Source: an optimization exercise on an open RTL-to-GDS flow (aim: small area and a short achievable clock period). Production flows keep margins and buffers that such runs may drop. In this exercise RTL edits were held to simulation tests only and were not proved equivalent to the original. No activity file was given, so power comes from the tool's default toggle rates.

==> design/flow/design.v <==
`timescale 1ns / 1ps
module naive_dot #(
    parameter N = 128,
    parameter WEIGHT_WIDTH = 4,
    parameter ACT_WIDTH = 4
)(
    input                        clk,
    input                        rst,
    input                        start,
    input [N*WEIGHT_WIDTH-1 : 0] i_weights_flat, 
    input [N*ACT_WIDTH-1 : 0]    i_acts_flat,
    output reg                   done,
    output reg [15:0]            result
);
    wire signed [WEIGHT_WIDTH-1:0] w_wire [0:N-1];
    wire signed [ACT_WIDTH-1:0]    a_wire [0:N-1];
    wire signed [7:0]             mul_wire [0:N-1];
    genvar i;
    generate
        for (i=0; i<N; i=i+1) begin : GEN_INPUT_MUL
            assign w_wire[i] = i_weights_flat[i*WEIGHT_WIDTH +: WEIGHT_WIDTH];
            assign a_wire[i] = i_acts_flat[i*ACT_WIDTH +: ACT_WIDTH];
            assign mul_wire[i] = $signed(w_wire[i]) * $signed(a_wire[i]);
        end
    endgenerate
    reg signed [8:0]  pipe1 [0:63];   
    reg signed [10:0] pipe2 [0:15];   
    reg signed [12:0] pipe3 [0:3];    
    reg signed [14:0] pipe4;          
    reg [3:0] valid_pipe;   
    integer k;
    always @(posedge clk) begin
        if (rst) begin
            for (k=0; k<64; k=k+1) pipe1[k] <= 0;
            for (k=0; k<16; k=k+1) pipe2[k] <= 0;
            for (k=0; k<4; k=k+1)  pipe3[k] <= 0;
            pipe4 <= 0;
            valid_pipe <= 4'b0000;
            done <= 0;
            result <= 0;
        end else begin
            for (k=0; k<64; k=k+1) begin
                pipe1[k] <= mul_wire[2*k] + mul_wire[2*k+1];
            end
            valid_pipe[0] <= start;   
            for (k=0; k<16; k=k+1) begin
                pipe2[k] <= (pipe1[4*k] + pipe1[4*k+1]) + (pipe1[4*k+2] + pipe1[4*k+3]);
            end
            valid_pipe[1] <= valid_pipe[0];   
            for (k=0; k<4; k=k+1) begin
                pipe3[k] <= (pipe2[4*k] + pipe2[4*k+1]) + (pipe2[4*k+2] + pipe2[4*k+3]);
            end
            valid_pipe[2] <= valid_pipe[1];
            pipe4 <= ((pipe3[0] + pipe3[1]) + (pipe3[2] + pipe3[3]));
            valid_pipe[3] <= valid_pipe[2];
            if (valid_pipe[3]) begin   
                done <= 1'b1;
                result <= {pipe4[14], pipe4};   
            end else begin
                done <= 1'b0;
            end
        end
    end
endmodule
==> design/flow/run.sh <==
#!/bin/bash
# synth_recipe.tcl (not shown) runs the flow's synth.tcl, then flattens the netlist and writes it again
# the make line also repeats each setting of config.mk as NAME=value (left out here)
make -C /OpenROAD-flow-scripts/flow DESIGN_CONFIG=/design/flow/config.mk WORK_HOME=/design/flow/orfs CLKGATE_MAP_FILE= SYNTH_SCRIPT=/design/flow/synth_recipe.tcl finish
==> design/flow/config.mk <==
export PLATFORM = sky130hd
export DESIGN_NAME = naive_dot
export DESIGN_NICKNAME = naive_dot
export VERILOG_FILES = /design/flow/design.v
export SDC_FILE = /design/flow/constraint.sdc
export NUM_CORES = 4
export LEC_CHECK = 0
export CAP_MARGIN = 20
export CORE_MARGIN = 2
export CORE_UTILIZATION = 40
export SETUP_SLACK_MARGIN = 0.05
export SLEW_MARGIN = 20
==> design/flow/constraint.sdc <==
create_clock -name core_clock -period 4.5 [get_ports {clk}]
set_input_delay 0.9000 -clock core_clock [delete_from_list [all_inputs] [get_ports {clk}]]
set_output_delay 0.9000 -clock core_clock [all_outputs]
set_load 0.01 [all_outputs]
==> notes.md <==
outcome=no timing/DRC/antenna violations; leading register cell type out of synthesis=dfxtp_1; share of cells above drive strength 1=between 10 and 15%; Mapped Nets=between 15000 and 20000; GR Layer Usage met2=35.39%; Setup violations, final=0; GRT Util Overall=a little over a fifth; Mapped Area=~140000 um^2; yosys warns=4; die area=~350000 um^2; HP Class=flop to flop; met3 Resource Use GR=roughly 2.8%; Post-synth EDFFs=0; Area Growth Syn to Fin=24.70%; max-slew violation count=0; maximum VDD drop=~420 uV; nets=22500; CP peak stage delay=just under 600 ps; Num CTS Buffers=103; achievable clock frequency=between 0.2 and 0.25 GHz; Pre-Repair DR Iteration Count=5; CTS sink count=between 800 and 900; PortBufs=1043; DR vias/cell=between 4 and 5; Avg WL per Cell=about 16 um; # DRC=0; Worst Path Required=between 5000 and 6000 ps; initial drt markers=around 4500; antenna violations before repair=59; Die X=between 500 and 600 um; met1 Use GR=about 29%; Cell Rows=215; Die Y=590.6 um; GRT overflow=0; most frequent CP cell=fa_1; first-pass GRT wire length=around 590 mm; Root Driver=clkbuf_16; Final period util=between 90% and 100%; ys async rst share=0%; Top-Level Pins=1044; # H-tree levels=3; worst path cell trace=clkdlybuf4s50_1 -> buf_4 -> nand2_1 -> fa_1 -> inv_1 -> fa_1 -> fa_1 -> inv_1 -> fa_1 -> inv_1 -> ha_1 -> a21o_1 -> o211ai_1 -> and3_1 -> nor3_1 -> buf_4; clock skew=approximately 42 ps; mean post-synth cell area=9.510 um^2; Worst setup SP type=input port; vias in the first global route=between 100k and 150k; CP Capture Type=flop; Final GP Congestion=about 0.90; final wirelength=between 300 and 400 mm; Seq/Total Area, Yosys=12.20%; Reg clk slew, reported paths=60 ps; busiest grt layer=met2; worst slew pin tran=between 900 and 1000 ps; pin count of the biggest net entering global routing=around 160; Routed Antenna Nets=0; Pwr Density=661.6 nW/um^2; vias=a little over 100k; Cells after Synth=14470; hold_buf cts=0; Initial Utilization=40.16%; MaxCap Viol Count=0; placed cells=~22000; Yosys cell types=55; Worst Path Max Fanout=3; Top Family by Delay on Critical Path=adder cells; final hold vios=0; Final Power=between 100000 and 150000 uW; post-synthesis register bit count=around 840; Clk Latency, worst-skew pair=about 740 ps; core footprint=roughly 340000 um^2; RSZ-0062 raised after global routing=true; Final min period=4402 ps; slew margin rel.=about two fifths; crit path buf inv count=6; worst endpoint data arrival time=5010 ps; leakage power=~0.085 uW; slowest cell on the critical path=fa_1; CTS tree=done; Final HPWL DP=around 320 mm; Critical Setup Path Class=input port to flop; non-filler cells, final=~22000; clock buffer depth=3
==> cell usage in the layout (no fill, tap or decap), types with 35 or more instances in the layout <==
cell | Yosys | routed
a211oi_1 | 100 | 99
a21boi_0 | 54 | 47
a21o_1 | 114 | 114
a21oi_1 | 431 | 405
and2_1 | 1132 | 1123
and3_1 | 69 | 69
buf_4 | 1 | 1886
clkbuf_16 | 0 | 104
clkdlybuf4s50_1 | 0 | 1007
dfxtp_1 | 839 | 839
diode_2 | 0 | 39
dlymetal6s2s_1 | 0 | 35
fa_1 | 2408 | 2407
ha_1 | 1686 | 1677
inv_1 | 3008 | 3004
mux2_2 | 158 | 158
nand2_1 | 681 | 678
nand2b_1 | 256 | 251
nand3_1 | 60 | 60
nand4_1 | 36 | 36
nand4b_1 | 47 | 47
nor2_1 | 761 | 761
nor2b_1 | 357 | 345
nor3_1 | 280 | 273
nor3b_1 | 104 | 96
o211ai_1 | 255 | 255
o21a_1 | 96 | 96
o21ai_0 | 242 | 242
o31a_1 | 68 | 68
or2_2 | 72 | 72
xnor2_1 | 484 | 484
xor2_1 | 244 | 244
==> registers in the layout, indices dropped and copies added (netlist names) <==
signal	flops
valid_pipe	4
pipe4	15
done	1
result	15
pipe3	52
pipe1	576
pipe2	176
==> kinds of logic after synthesis <==
logic type,after synthesis,synth area share [%]
buffers and inverters,3147,8.663
adders and majority gates,4094,50.36
DFF,839,12.20
and+or+nand+nor,3985,15.60
AOI/OAI and AO/OA,1497,7.085
muxes,181,1.460
xor gates and xnor gates,728,4.633
==> synthesized netlist by cell type (256+ instances only) <==
cell / count / area, um^2
nor3_1: 280 / 1401
a21oi_1: 431 / 2157
xnor2_1: 484 / 4239
nand2b_1: 256 / 1602
ha_1: 1686 / 21100
dfxtp_1: 839 / 16800
inv_1: 3008 / 11290
nor2b_1: 357 / 2233
fa_1: 2408 / 48210
and2_1: 1132 / 7082
nor2_1: 761 / 2856
nand2_1: 681 / 2556
==> final timing paths <==
| kind | startpoint | end | slack (ps) | depth (start not counted) |
|---|---|---|---|---|
| max | i_weights_flat[314] | pipe1[39][8]$_SDFF_PP0_ | 100 | 16 |
| min | valid_pipe[0]$_SDFF_PP0_ | valid_pipe[1]$_SDFF_PP0_ | 440 | 1 |
| max reg2reg | pipe2[13][1]$_SDFF_PP0_ | pipe3[3][9]$_SDFF_PP0_ | 1020 | 10 |
| min reg2reg | valid_pipe[0]$_SDFF_PP0_ | valid_pipe[1]$_SDFF_PP0_ | 440 | 1 |
==> timing repair <==
item / 4_1_cts / 5_1_grt
endpoints found under the setup margin: 0 / 61
resized for setup: 0 / 111
buffers inserted: 0 / 2
==> through the flow <==
stage	area, um^2	TNS, ps	worst slack (ps)	util [%]	hold slack (ps)
after floorplan	137800	-75.45	-15.20	-	413.8
after global placement	167600	-146310	-708.1	48.90	416.7
after detailed placement	167600	-149650	-708.2	48.90	428.3
after CTS	171100	0	130.5	49.93	442.3
after global routing	171600	0	20.54	50.07	450.2
final	171600	0	97.69	50.07	439.8
==> metal layers <==
layer	part of all wire, %	routed length [um]
met1	46	164400
met2	47	169800
met3	4.1	14800
met4	2.6	9386
met5	0.050	181
==> report_power, final <==
part           switching [uW]  internal [uW]
logic                   46800          44200
clock network            3650           5140
registers                2710          11100
total                   53200          60400
==> final cells by class <==
type                    count  area [um^2]
well taps                4557         5702
inverters                3008        11300
repair buffers           2937        24850
clock buffers             131         2854
clock inverters            56        680.7
flip-flops and latches    839        16800
fillers                 32180       171100
diodes                     39        97.59
multi-input cells       10490       109300

-- static timing again, ports no longer ideal --
How much do the figures lean on ideal ports? The routed layout below was timed once more, with nothing changed but the port constraints.
Step 1 sets driving cells, clkbuf_16 on the clock port and buf_2 on the other inputs (assumed; they add their load-dependent delay and slew).
Step 2 also shifts input and output timing later by t, the mid clock arrival at the registers, as if the neighbouring blocks saw the same clock.
Slacks: ideal / step 1 / step 2; pairs: ideal / step 1.
t, ns: 0.827
setup slack, ns: 0.098 / 0.027 / -0.800
worst setup path at the end: input to register
slew at the worst register clock pin (ns): 0.07 / 0.07
With both steps, setup timing fails in this run, where it was met with ideal ports. The setup slack of this run moves by -0.071 ns with the drivers and by -0.898 ns with both steps.
